Source: an optimization exercise on an open RTL-to-GDS flow (aim: small area, a short achievable clock period and few clock cycles). Production flows keep margins and buffers that such runs may drop.
In this exercise RTL edits were held to simulation tests only and were not proved equivalent to the original.
Power figures rest on the tool's default switching activity, not on a simulated workload.

==> flow/config.mk <==
export PLATFORM = sky130hd
export DESIGN_NAME = mips
export DESIGN_NICKNAME = mips
export VERILOG_FILES = /design/flow/design.v
export SDC_FILE = /design/flow/constraint.sdc
export NUM_CORES = 4
export LEC_CHECK = 0
export CAP_MARGIN = 20
export CORE_MARGIN = 2
export CORE_UTILIZATION = 40
export SLEW_MARGIN = 20
==> flow/constraint.sdc <==
create_clock -name core_clock -period 9.0 [get_ports {clk}]
set_input_delay 1.8000 -clock core_clock [delete_from_list [all_inputs] [get_ports {clk}]]
set_output_delay 1.8000 -clock core_clock [all_outputs]
set_load 0.01 [all_outputs]
==> flow/design.v <==
`timescale 1ns / 1ps
`timescale 1ns / 1ps
 `timescale 1ns / 1ps
module InstrSet(
    input [31:0] Instr,
    output Ical,
    output Rcal,
    output jal,
    output lw,
    output sw,
    output jr,
    output beq
    );
    assign Ical = (Instr[31:26] == 6'b001101) || (Instr[31:26] == 6'b001111);    
    assign Rcal = (Instr[31:26] == 6'b000000 && Instr[5:0] == 6'b100000) ||
                  (Instr[31:26] == 6'b000000 && Instr[5:0] == 6'b100010);       
    assign jal = (Instr[31:26] == 6'b000011);
    assign lw = (Instr[31:26] == 6'b100011);
    assign sw = (Instr[31:26] == 6'b101011);
    assign jr = (Instr[31:26] == 6'b000000 && Instr[5:0] == 6'b001000);
    assign beq = (Instr[31:26] == 6'b000100);
endmodule
`timescale 1ns / 1ps
 `timescale 1ns / 1ps
module control(
    input [5:0] opcode,
    input [5:0] funct,
	 input Zero,
    output [2:0] NPCOp,
    output [2:0] ALUOp,
    output [1:0] A3WRSel,
    output [1:0] WDSel,
    output EXTOp,
    output RFWr,
    output ALUBSel,
    output DMWr
    );
    wire add = (opcode == 6'b000000 && funct == 6'b100000);
    wire sub = (opcode == 6'b000000 && funct == 6'b100010);
    wire ori = (opcode == 6'b001101);
    wire lw = (opcode == 6'b100011);
    wire sw = (opcode == 6'b101011);
    wire beq = (opcode == 6'b000100);
    wire lui = (opcode == 6'b001111);
    wire nop = (opcode == 6'b000000 && funct == 6'b000000);
	 wire jal = (opcode == 6'b000011);
	 wire jr = (opcode == 6'b000000 && funct == 6'b001000);
    assign NPCOp = (beq && Zero) ? (3'b001) : 
						 (jal) ? 3'b010 :
						 (jr) ? 3'b011 :
						 2'b00;
    assign ALUOp = (sub || beq) ? 3'b001 :
                    (ori) ? 3'b010 :
                    (lui) ? 3'b011 :
                    3'b000;
    assign A3WRSel = (add || sub) ? 2'b01 : 
							(jal) ? 2'b10 :
							2'b00;
    assign WDSel = (lw) ? 2'b01 : 
						 (jal) ? 2'b10 :
						 2'b00;
    assign EXTOp = (lw || sw) ? 1'b1 : 1'b0;
    assign RFWr = (add || sub || ori || lw || lui || jal) ? 1'b1 : 1'b0;
    assign ALUBSel = (ori || lw || sw || lui) ? 1'b1 : 1'b0;
	 assign DMWr = (sw) ? 1'b1 : 1'b0;
endmodule
`timescale 1ns / 1ps
 `timescale 1ns / 1ps
module hazardUnit(
    input [31:0] D_Instr,
    input [31:0] E_Instr,
    input [31:0] M_Instr,
    input [31:0] W_Instr,
    input [4:0] E_for_GRFWriteAddr,
    input [4:0] M_for_GRFWriteAddr,
    input [4:0] W_GRFWriteAddr,
    output F_Stall,
    output D_Stall,
    output E_Flush,
    output [2:0] D_Sel_rs,
    output [2:0] D_Sel_rt,
    output [2:0] E_Sel_rs,
    output [2:0] E_Sel_rt,
    output [2:0] M_Sel_rt
    );
    wire D_Ical, D_Rcal, D_jal, D_lw, D_sw, D_jr, D_beq;
    wire [4:0] D_rs, D_rt;
    InstrSet D_InstrSet (.Instr(D_Instr), .Ical(D_Ical), .Rcal(D_Rcal), .jal(D_jal), .lw(D_lw), .sw(D_sw), .jr(D_jr), .beq(D_beq));
    assign D_rs = D_Instr[25:21];
    assign D_rt = D_Instr[20:16];
    wire E_Ical, E_Rcal, E_jal, E_lw, E_sw, E_jr, E_beq;
    wire [4:0] E_rs, E_rt, E_rd;
    InstrSet E_InstrSet (.Instr(E_Instr), .Ical(E_Ical), .Rcal(E_Rcal), .jal(E_jal), .lw(E_lw), .sw(E_sw), .jr(E_jr), .beq(E_beq));
    assign E_rs = E_Instr[25:21];
    assign E_rt = E_Instr[20:16];
    assign E_rd = E_Instr[15:11];
    wire M_Ical, M_Rcal, M_jal, M_lw, M_sw, M_jr, M_beq;
    wire [4:0] M_rs, M_rt, M_rd;
    InstrSet M_InstrSet (.Instr(M_Instr), .Ical(M_Ical), .Rcal(M_Rcal), .jal(M_jal), .lw(M_lw), .sw(M_sw), .jr(M_jr), .beq(M_beq));
    assign M_rs = M_Instr[25:21];
    assign M_rt = M_Instr[20:16];
    assign M_rd = M_Instr[15:11];
    wire W_Ical, W_Rcal, W_jal, W_lw, W_sw, W_jr, W_beq;
    wire [4:0] W_rs, W_rt, W_rd;
    InstrSet W_InstrSet (.Instr(W_Instr), .Ical(W_Ical), .Rcal(W_Rcal), .jal(W_jal), .lw(W_lw), .sw(W_sw), .jr(W_jr), .beq(W_beq));
    wire [1:0] D_Tuse_rs, D_Tuse_rt;
    assign D_Tuse_rs = (D_beq || D_jr) ? 0 :
                       (D_Rcal || D_Ical || D_lw || D_sw) ? 1 :
                                                            2;
    assign D_Tuse_rt = D_beq ? 0 :
                       D_Rcal ? 1 :
                       D_sw ? 2 :
                              3;  
    wire [1:0] E_Tnew = (E_Rcal || E_Ical) ?  1 :
                        (E_lw) ? 2 :
                                 0;
    wire [1:0] M_Tnew = (M_lw) ? 1 : 0;                                                                                            
    wire rs_Stall, rt_Stall;
    wire stallYes;
    assign stallYes = rs_Stall || rt_Stall;
    assign F_Stall = stallYes;
    assign D_Stall = stallYes;
    assign E_Flush = stallYes;
    assign rs_Stall = ((D_rs == E_for_GRFWriteAddr) && D_rs && (D_Tuse_rs < E_Tnew)) ||              
                      ((D_rs == M_for_GRFWriteAddr) && D_rs && (D_Tuse_rs < M_Tnew));                
    assign rt_Stall = ((D_rt == E_for_GRFWriteAddr) && D_rt && (D_Tuse_rt < E_Tnew)) ||              
                      ((D_rt == M_for_GRFWriteAddr) && D_rt && (D_Tuse_rt < M_Tnew));                
    assign D_Sel_rs = (E_jal && (D_rs == E_for_GRFWriteAddr)) ? 1 :                                  
                      (M_jal && (D_rs == M_for_GRFWriteAddr)) ? 2 :                                  
                      ((M_Rcal || M_Ical) && (D_rs == M_for_GRFWriteAddr) && D_rs) ? 3 :             
                                                                                     0;
    assign D_Sel_rt = (E_jal && (D_rt == E_for_GRFWriteAddr)) ? 1 :                                  
                      (M_jal && (D_rt == M_for_GRFWriteAddr)) ? 2 :                                  
                      ((M_Rcal || M_Ical) && (D_rt == M_for_GRFWriteAddr) && D_rt) ? 3 :             
                                                                                     0;
    assign E_Sel_rs = (M_jal && (E_rs == M_for_GRFWriteAddr)) ? 1 :                                  
                      ((M_Ical || M_Rcal) && (E_rs == M_for_GRFWriteAddr) && E_rs) ? 2 :             
                      (W_jal && (E_rs == W_GRFWriteAddr)) ? 3 :                                      
                      ((W_lw || W_Ical || W_Rcal) && (E_rs == W_GRFWriteAddr) && E_rs) ? 4 :         
                                                                                         0;
    assign E_Sel_rt = (M_jal && (E_rt == M_for_GRFWriteAddr)) ? 1 :                                  
                      ((M_Ical || M_Rcal) && (E_rt == M_for_GRFWriteAddr) && E_rt) ? 2 :             
                      (W_jal && (E_rt == W_GRFWriteAddr)) ? 3 :                                      
                      ((W_lw || W_Ical || W_Rcal) && (E_rt == W_GRFWriteAddr) && E_rt) ? 4 :         
                                                                                         0;
    assign M_Sel_rt = (W_jal && (M_rt == W_GRFWriteAddr)) ? 1 :                                      
                      ((W_lw || W_Ical || W_Rcal) && (M_rt == W_GRFWriteAddr) && M_rt) ? 2 :         
                                                                                         0;
endmodule
`timescale 1ns / 1ps
 `timescale 1ns / 1ps
module pc(
    input [31:0] NPC,
    input clk,
    input reset,
	 input F_Stall,
    output reg [31:0] PC
    );
    always @(posedge clk) begin
        if (reset) begin
            PC <= 32'h00003000;
        end
        else if (!F_Stall) begin
            PC <= NPC;
        end
    end
endmodule
`timescale 1ns / 1ps
 `timescale 1ns / 1ps
module npc(
    input [31:0] PC,
	 input [31:0] RA,
    input [25:0] Imm,
    input [2:0] NPCOp,	 
    output [31:0] NPC
    );
    assign NPC = (NPCOp == 3'b001) ? PC + {{14{Imm[15]}}, Imm[15:0], 2'b0} :   
                 (NPCOp == 3'b010) ? {PC[31:28], Imm, 2'b0} :                     
                 (NPCOp == 3'b011) ? RA :
                 PC + 4;                               	    						   
endmodule
`timescale 1ns / 1ps
 `timescale 1ns / 1ps
module FD_reg(
    input clk,
    input reset,
    input D_Stall,
    input [31:0] F_Instr,
    input [31:0] F_PC,
    output reg [31:0] D_Instr,
    output reg [31:0] D_PC
    );
    always @(posedge clk) begin
        if (reset) begin				 
            D_PC <= 32'h00003000;
            D_Instr <= 0;
        end
        else if (!D_Stall) begin						 
            D_PC <= F_PC;
            D_Instr <= F_Instr;
        end
    end
endmodule
`timescale 1ns / 1ps
 `timescale 1ns / 1ps
module grf(
    input clk,
    input reset,	 
    input W_RFWr,
    input [4:0] A1,
    input [4:0] A2,
    input [4:0] A3,
    input [31:0] WD,
	 input [31:0] W_PC,			  
    output [31:0] RD1,
    output [31:0] RD2
    );
    reg [31 : 0] rf [0 : 31];  
    integer i;
    always @(posedge clk) begin
        if (reset) begin
            for (i = 0; i < 32; i = i + 1) begin
                rf[i] <= 32'b0;
            end
        end
        else if (W_RFWr && A3 != 0) begin			 
            rf[A3] <= WD;
        end
    end
    assign RD1 = (W_RFWr && A1 == A3 && A3 != 0) ? WD : rf[A1];
    assign RD2 = (W_RFWr && A2 == A3 && A3 != 0) ? WD : rf[A2];
endmodule
`timescale 1ns / 1ps
 `timescale 1ns / 1ps
module ext(
    input [15:0] in,
    input D_EXTOp,
    output [31:0] out
    );
	 assign out = (D_EXTOp == 1'b1) ? {{16{in[15]}}, in} : {16'b0, in};
endmodule
`timescale 1ns / 1ps
 `timescale 1ns / 1ps
module DE_reg(
    input [31:0] D_PC,
    input [31:0] D_Imm32,
    input [31:0] D_Instr,
    input [31:0] D_RD1,
    input [31:0] D_RD2,
    input clk,
    input reset,
    output reg [31:0] E_PC,
    output reg [31:0] E_Imm32,
    output reg [31:0] E_Instr,
    output reg [31:0] E_RD1,
    output reg [31:0] E_RD2
    );
    always @(posedge clk) begin
        if (reset) begin
            E_PC <= 32'h00003000;
            E_Imm32 <= 0;
            E_Instr <= 0;
            E_RD1 <= 0;
            E_RD2 <= 0;
        end
        else begin
            E_PC <= D_PC;
            E_Imm32 <= D_Imm32;
            E_Instr <= D_Instr;
            E_RD1 <= D_RD1;
            E_RD2 <= D_RD2;
        end
    end
endmodule
`timescale 1ns / 1ps
 `timescale 1ns / 1ps
module alu(
    input [31:0] Op1,
    input [31:0] Op2,
    input [2:0] ALUOp,
    output [31:0] result
    );
    assign result = (ALUOp == 3'b000) ? Op1 + Op2 :      
                    (ALUOp == 3'b001) ? Op1 - Op2 :      
                    (ALUOp == 3'b010) ? Op1 | Op2 :      
                    (ALUOp == 3'b011) ? Op2 << 16 :  	   
                                        32'b0;
endmodule
`timescale 1ns / 1ps
 `timescale 1ns / 1ps
module EM_reg(
    input clk,
    input reset,
    input [31:0] E_PC,
    input [31:0] E_ALUResult,
    input [31:0] E_Instr,
    input [4:0] E_for_GRFWriteAddr,
    input [31:0] E_for_rt,
    output reg [31:0] M_PC,
    output reg [31:0] M_ALUResult,
    output reg [31:0] M_Instr,
    output reg [4:0] M_for_GRFWriteAddr,
    output reg [31:0] M_for_rt
    );
    always @(posedge clk) begin
        if (reset) begin
            M_PC <= 32'h00003000;
            M_ALUResult <= 0;
            M_Instr <= 0;
            M_for_GRFWriteAddr <= 0;
            M_for_rt <= 0;
        end
        else begin
            M_PC <= E_PC;
            M_ALUResult <= E_ALUResult;
            M_Instr <= E_Instr;
            M_for_GRFWriteAddr <= E_for_GRFWriteAddr;
            M_for_rt <= E_for_rt;
        end
    end
endmodule
`timescale 1ns / 1ps
 `timescale 1ns / 1ps
module MW_reg(
    input clk,
    input reset,
    input [31:0] M_PC,
    input [31:0] M_Instr,
    input [4:0] M_for_GRFWriteAddr,
    input [31:0] M_ALUResult,
    input [31:0] M_RD,
    output reg [31:0] W_PC,
    output reg [31:0] W_Instr,
    output reg [4:0] W_for_GRFWriteAddr,
    output reg [31:0] W_ALUResult,
    output reg [31:0] W_RD
    );
    always @(posedge clk) begin
        if (reset) begin
            W_PC <= 32'h00003000;
            W_Instr <= 0;   
            W_for_GRFWriteAddr <= 0;     
            W_ALUResult <= 0;
            W_RD <= 0;    
        end
        else begin
            W_PC <= M_PC;
            W_Instr <= M_Instr;
            W_for_GRFWriteAddr <= M_for_GRFWriteAddr;
            W_ALUResult <= M_ALUResult;
            W_RD <= M_RD;
        end
    end
endmodule
`timescale 1ns / 1ps
 `timescale 1ns / 1ps
module mips(
    input clk,
    input reset,
    output [31:0] i_addr,
    input  [31:0] i_data,
    output [31:0] d_addr,
    output [31:0] d_wdata,
    output        d_we,
    output [31:0] d_pc,
    input  [31:0] d_rdata,
    output        reg_we,
    output [4:0]  reg_addr,
    output [31:0] reg_wdata,
    output [31:0] reg_pc
    );
    wire [31:0] D_Instr, E_Instr, M_Instr, W_Instr;
    wire [4:0] E_for_GRFWriteAddr, M_for_GRFWriteAddr, W_GRFWriteAddr;
    wire [2:0] D_Sel_rs, D_Sel_rt, E_Sel_rs, E_Sel_rt, M_Sel_rt;
    wire F_Stall, D_Stall, E_Flush;
    hazardUnit _hazardUnit (.D_Instr(D_Instr), .E_Instr(E_Instr), .M_Instr(M_Instr), .W_Instr(W_Instr), .E_for_GRFWriteAddr(E_for_GRFWriteAddr), .M_for_GRFWriteAddr(M_for_GRFWriteAddr), .W_GRFWriteAddr(W_GRFWriteAddr), .F_Stall(F_Stall), .D_Stall(D_Stall), .E_Flush(E_Flush), .D_Sel_rs(D_Sel_rs), .D_Sel_rt(D_Sel_rt), .E_Sel_rs(E_Sel_rs), .E_Sel_rt(E_Sel_rt), .M_Sel_rt(M_Sel_rt));
    wire [31:0] F_PC, F_NPC, F_Instr, 
                D_for_rs;
    wire [2:0] F_NPCOp;
    pc _pc (.NPC(F_NPC), .clk(clk), .reset(reset), .F_Stall(F_Stall), .PC(F_PC));
    npc _npc (.PC(F_PC), .RA(D_for_rs), .Imm(D_Instr[25:0]), .NPCOp(F_NPCOp), .NPC(F_NPC));
    assign i_addr = F_PC;
    assign F_Instr = i_data;
    wire [31:0] D_PC, D_RD1, D_RD2, D_EXTResult, D_for_rt,
                E_PC, 
                M_ALUResult, M_PC, 
                W_GRFWriteData, W_PC;
    wire D_EXTOp, D_Zero,
         W_RFWr;
    assign D_for_rs = (D_Sel_rs == 1) ? E_PC + 8 :
                      (D_Sel_rs == 2) ? M_PC + 8 :
                      (D_Sel_rs == 3) ? M_ALUResult : 
                                        D_RD1;
    assign D_for_rt = (D_Sel_rt == 1) ? E_PC + 8 :
                      (D_Sel_rt == 2) ? M_PC + 8 :
                      (D_Sel_rt == 3) ? M_ALUResult : 
                                        D_RD2;
    assign D_Zero = (D_for_rs == D_for_rt) ? 1'b1 : 1'b0;
    FD_reg _fd_reg (.clk(clk), .reset(reset), .D_Stall(D_Stall), .F_Instr(F_Instr), .F_PC(F_PC), .D_Instr(D_Instr), .D_PC(D_PC));
    grf _grf (.clk(clk), .reset(reset), .W_RFWr(W_RFWr), .A1(D_Instr[25:21]), .A2(D_Instr[20:16]), .A3(W_GRFWriteAddr), .WD(W_GRFWriteData), .W_PC(W_PC), .RD1(D_RD1), .RD2(D_RD2));
    ext _ext (.in(D_Instr[15:0]), .D_EXTOp(D_EXTOp), .out(D_EXTResult));
    control D_CTRL (.opcode(D_Instr[31:26]), .funct(D_Instr[5:0]), .Zero(D_Zero), .NPCOp(F_NPCOp), .EXTOp(D_EXTOp));
    wire [31:0] E_for_rs, E_for_rt, E_EXTResult, E_RD1, E_RD2, E_ALUResult, E_ALUB;
    wire [2:0] E_ALUOp;
    wire [1:0] E_A3WRSel;
    wire E_ALUBSel;
    assign E_for_rs = (E_Sel_rs == 1) ? M_PC + 8 :
                      (E_Sel_rs == 2) ? M_ALUResult :
                      (E_Sel_rs == 3) ? W_PC + 8 :
                      (E_Sel_rs == 4) ? W_GRFWriteData :
                                        E_RD1;
    assign E_for_rt = (E_Sel_rt == 1) ? M_PC + 8 :
                      (E_Sel_rt == 2) ? M_ALUResult :
                      (E_Sel_rt == 3) ? W_PC + 8 :
                      (E_Sel_rt == 4) ? W_GRFWriteData :
                                        E_RD2;                                        
    assign E_ALUB = (E_ALUBSel == 1) ? E_EXTResult : E_for_rt;
    assign E_for_GRFWriteAddr = (E_A3WRSel == 2'b00) ? E_Instr[20:16] :
                                (E_A3WRSel == 2'b01) ? E_Instr[15:11] :
                                (E_A3WRSel == 2'b10) ? 5'd31 :
                                5'b0;
    DE_reg _de_reg (.D_PC(D_PC), .D_Imm32(D_EXTResult), .D_Instr(D_Instr), .D_RD1(D_for_rs), .D_RD2(D_for_rt), .clk(clk), .reset(reset || E_Flush), .E_PC(E_PC), .E_Imm32(E_EXTResult), .E_Instr(E_Instr), .E_RD1(E_RD1), .E_RD2(E_RD2));
    alu _alu (.Op1(E_for_rs), .Op2(E_ALUB), .ALUOp(E_ALUOp), .result(E_ALUResult));
    control E_CTRL (.opcode(E_Instr[31:26]), .funct(E_Instr[5:0]), .ALUOp(E_ALUOp), .A3WRSel(E_A3WRSel), .ALUBSel(E_ALUBSel));
    wire [31:0] M_for_rt, M_RD, M_DMWD;
    wire M_DMWr;
    assign M_DMWD = (M_Sel_rt == 1) ? W_PC + 8 :
                    (M_Sel_rt == 2) ? W_GRFWriteData : 
                                      M_for_rt; 
    EM_reg _em_reg (.clk(clk), .reset(reset), .E_PC(E_PC), .E_ALUResult(E_ALUResult), .E_Instr(E_Instr), .E_for_GRFWriteAddr(E_for_GRFWriteAddr), .E_for_rt(E_for_rt), .M_PC(M_PC), .M_ALUResult(M_ALUResult), .M_Instr(M_Instr), .M_for_GRFWriteAddr(M_for_GRFWriteAddr), .M_for_rt(M_for_rt));
    assign d_addr = M_ALUResult;
    assign d_wdata = M_DMWD;
    assign d_we = M_DMWr;
    assign d_pc = M_PC;
    assign M_RD = d_rdata;
    control M_CTRL (.opcode(M_Instr[31:26]), .funct(M_Instr[5:0]), .DMWr(M_DMWr));
    wire [31:0] W_ALUResult, W_RD;
    wire [1:0] W_WDSel;
    assign W_GRFWriteData = (W_WDSel == 2'b00) ? W_ALUResult :
                            (W_WDSel == 2'b01) ? W_RD :
                            (W_WDSel == 2'b10) ? W_PC + 8 :
                            32'b0;
    MW_reg _mw_reg (.clk(clk), .reset(reset), .M_PC(M_PC), .M_Instr(M_Instr), .M_for_GRFWriteAddr(M_for_GRFWriteAddr), .M_ALUResult(M_ALUResult), .M_RD(M_RD), .W_PC(W_PC), .W_Instr(W_Instr), .W_for_GRFWriteAddr(W_GRFWriteAddr), .W_ALUResult(W_ALUResult), .W_RD(W_RD)); 
    control W_CTRL (.opcode(W_Instr[31:26]), .funct(W_Instr[5:0]), .WDSel(W_WDSel), .RFWr(W_RFWr));
    assign reg_we = W_RFWr && (W_GRFWriteAddr != 5'd0);
    assign reg_addr = W_GRFWriteAddr;
    assign reg_wdata = W_GRFWriteData;
    assign reg_pc = W_PC;
endmodule
==> flow/run.sh <==
#!/bin/bash
# synth_recipe.tcl (not shown) runs the flow's synth.tcl, then flattens the netlist and writes it again
# the make line also repeats each setting of config.mk as NAME=value (left out here)
make -C /OpenROAD-flow-scripts/flow DESIGN_CONFIG=/design/flow/config.mk WORK_HOME=/design/flow/orfs CLKGATE_MAP_FILE= SYNTH_SCRIPT=/design/flow/synth_recipe.tcl finish
==> run summary <==
cell usage after synthesis, types with 38 or more instances:
library cell	n
a21oi_1	312
xor2_1	110
nor3_1	82
mux4_2	576
mux2i_1	146
o21a_1	40
xnor2_1	135
nand2_1	547
dfxtp_1	464
o211ai_1	119
nand4_1	38
o22ai_1	48
buf_1	58
nor2_1	1413
buf_2	62
nand3_1	100
inv_1	174
edfxtp_1	1024
ha_1	129
nor2b_1	182
clkbuf_1	484
and3_1	131
o21ai_0	174
a211oi_1	93
where the power goes:
part           leakage (nW)  total (mW)  switching [mW]  internal [mW]
clock                  2.88        7.41            3.15           4.26
combinational          15.9        3.66            2.39           1.27
sequential             14.4        7.89           0.294           7.60
total                  33.2        19.0            5.83           13.1
final timing paths:
path	cells past startpoint	slack [ns]	to
max	26	0.75	_em_reg.M_ALUResult[31]
min	1	0.44	_de_reg.E_PC[13]
max reg2reg	26	0.75	_em_reg.M_ALUResult[31]
min reg2reg	1	0.44	_de_reg.E_PC[13]
state kept, by name, summed over array words and instances (netlist names), named ones only:
signal                      flops
_de_reg.E_Imm32                 1
_mw_reg.W_for_GRFWriteAddr      5
_mw_reg.W_PC                   32
_em_reg.M_Instr                16
_grf.rf                      1024
_mw_reg.W_RD                   32
_de_reg.E_RD1                  32
_pc.PC                         32
_de_reg.E_RD2                  32
_em_reg.M_for_GRFWriteAddr      5
_em_reg.M_for_rt               32
_fd_reg.D_PC                   32
_mw_reg.W_ALUResult            32
_em_reg.M_ALUResult            32
_mw_reg.W_Instr                11
_de_reg.E_PC                   32
_em_reg.M_PC                   32
_de_reg.E_Instr                32
_fd_reg.D_Instr                32
metal layers:
metal	up-vias	global-route usage
met5	-	0.00276
met4	19	0.219
met3	1132	0.108
met2	5141	0.540
met1	33800	0.489
li1	27100	-
per-stage QoR:
step	total power, mW	std cells	instance area (sq um)	utilization
2_1_floorplan	9.90	7358	82300	-
3_3_place_gp	11.5	9910	88100	0.431
3_5_place_dp	11.5	9911	88100	0.431
4_1_cts	18.9	10200	94100	0.460
5_1_grt	19.3	10200	94100	0.460
6_report	19.0	10200	94200	0.461
worst max-delay path: stages, from the launching register on:
cell and delay, ns:
dfxtp_1 0.36, nor3_1 0.24, nand4b_1 0.22, a211o_1 0.49
o311ai_1 0.95, buf_4 0.33, or2_1 0.28, buf_4 0.26
o211ai_1 0.10, a31oi_1 0.51, mux2_2 0.30, inv_1 0.11
ha_1 0.33, a21oi_1 0.23, o21bai_1 0.15, a2111oi_0 0.78
o31ai_1 0.26, a21oi_1 0.22, o21bai_1 0.13, a21oi_1 0.26
o31ai_1 0.13, a41oi_1 0.32, o31a_1 0.23, a21oi_1 0.16
a2111oi_0 0.48, o211ai_1 0.14, o311ai_0 0.15
area by class of cell:
class                           instances  area [sq um]  share of cell area
Sequential cell                      1488         40100               0.426
Multi-Input combinational cell       5034         39300               0.417
Timing Repair Buffer                  524          4740              0.0504
Clock buffer                          219          4710              0.0500
Tap cell                             2688          3360              0.0357
Clock inverter                         89          1230              0.0131
Inverter                              178           673             0.00715
Antenna cell                           23          57.6            0.000611
logic make-up after synthesis:
group / Yosys count
AOI/OAI and AO/OA: 1149
DFF: 1488
adders and majority gates: 132
and+or+nand+nor: 2718
muxes: 758
buffers and inverters: 836
xor gates and xnor gates: 245
other: 1
==> qor.yml <==
logic_synthesis:
  yosysWarnings: 6
  synthMuxAreaShare: 0.181
  synth-adder-area-share: 0.0204
  synth_top_family_by_area: "multiplexers"
  synth_seq_cells: 1488
  ys_types: 110
  async_flop_share: 0
  synthSimpleGateAreaFrac: 0.148
  yosys_most_used_dff: "edfxtp_1"
  syn_inst: 7327
  syn_avg_cell_area_sq_um: 11.2
  yosys.area_share.xor_xnor: 0.0261
  ys_top_cells_by_area: "edfxtp_1 (37%), mux4_2 (16%), dfxtp_1 (11%)"
  ys_seq_area_frac: 0.487
  synth-edff-count: 1024
  netlist_area_sq_mm: 0.0822
  synth_compound_area_frac: 0.0945
  synth_top_cell_area_share: 0.374
  yosys.area.top_type: "edfxtp_1"
route:
  maxUsedRoutingLayer: "met5"
  ant_nets: 0
  wire_per_inst_um: 38.6
  drt_iter0_markers: 10900
  drc: 0
  route.met2.wl_mm: 168
  routed-wl-met3_mm: 50.1
  wl_mm: 395
  vias_per_cell: 6.56
  drt-pass1-iter-count: 7
  m1WireLength_mm: 149
  num_vias: 67200
cts:
  post-cts-setup-buffer-count: 0
  clockBufferDepth: 3
  cts_buffers: 170
  clk-insertion-delay-late_ns: 0.90
  cts_hold_buf: 0
  path_clk_slew_ns: 0.06
  htree_levels: 4
  cts.repair.resized: 0
  root_buffer: "clkbuf_16"
  cts_tree: "yes"
  cts_sinks: 1488
timing:
  max-slew-margin-rel: 0.184
  rsz0062_at_grt: "no"
  period_minus_slack_ns: 8.25
  period_share: 0.917
  skew_ns: 0.0794
  hold_viol_final: 0
  fin_ws_ns: 0.751
  setup_tns_ns: 0
  tightest_slew_ns: 1.21
  holdWs_ns: 0.443
  drv_slew: 0
  max_clock_freq_ghz: 0.121
  setup_viol: 0
grt:
  grt_first_pass_wirelength_mm: 537
  grt_max_degree: 168
  gr-usage-all-layers: 0.371
  grt_pass1_vias: 64300
  grt_remaining_overflow: 0
  antenna_found_initial: 26
critical_path:
  arrival_ns: 8.99
  critPathLaunchType: "flop"
  crit_required_ns: 9.74
  crit_path_start: "_em_reg.M_Instr[29]"
  end_kind: "flop"
  r2r-start: "_em_reg.M_Instr[29]"
  path_max_fanout: 14
  crit_type: "flop to flop"
die:
  die_h_um: 457
  ios: 265
  die_w_um: 457
  rows: 166
  dieArea_sq_mm: 0.209
  start_util: 0.402
  core_area_sq_mm: 0.204
power:
  power_density_mw_per_mm2: 201
  peakVddDrop_uv: 212
  p_leak_nw: 33.2
place:
  place_ws_ns: 0.925
  port_buffers: 264
  hpwl_mm: 264
  place.gp.congestion: 1.05
final_layout:
  fillCellCount: 18700
  layout_commonest_cell: "nor2_1"
  layout_common_cells: "nor2_1 (1407), edfxtp_1 (1024), mux4_2 (576)"
  drive_gt1_frac: 0.176
  final_nets: 7594
  area_growth_syn_to_layout_pct: 14.6
hold_path:
  min_from: "_fd_reg.D_PC[13]"
  hp-class: "flop to flop"
job:
  maxCapViolations: 0
outcome:
  status: "finished clean"
Testbench counts, summed over its fixed seeds: cycles 29,882.

## port drivers added, routing unchanged
Ports are ideal in the flow. The routed layout listed here was re-timed in OpenROAD. Step 1: set_driving_cell puts a clkbuf_16 on clk and a buf_2 on each other input, an assumption about the parent block. Step 2 also shifts input and output timing later by t, the mid clock arrival at the registers, as if the neighbouring blocks saw the same clock. Three values: ideal ports, drivers, drivers and shift; two values: the first two.
t, ns: 0.954
slack for setup (ns): 0.751 / 0.751 / 0.751
worst hold slack (ns): 0.443 / 0.443 / 0.443
slew at the worst register clock pin (ns): 0.07 / 0.07
cell pins on the clock port's net: 1
After both steps this run still meets setup and hold. For this run, drivers alone change the setup slack by 0.000 ns; drivers and shift together by 0.000 ns.
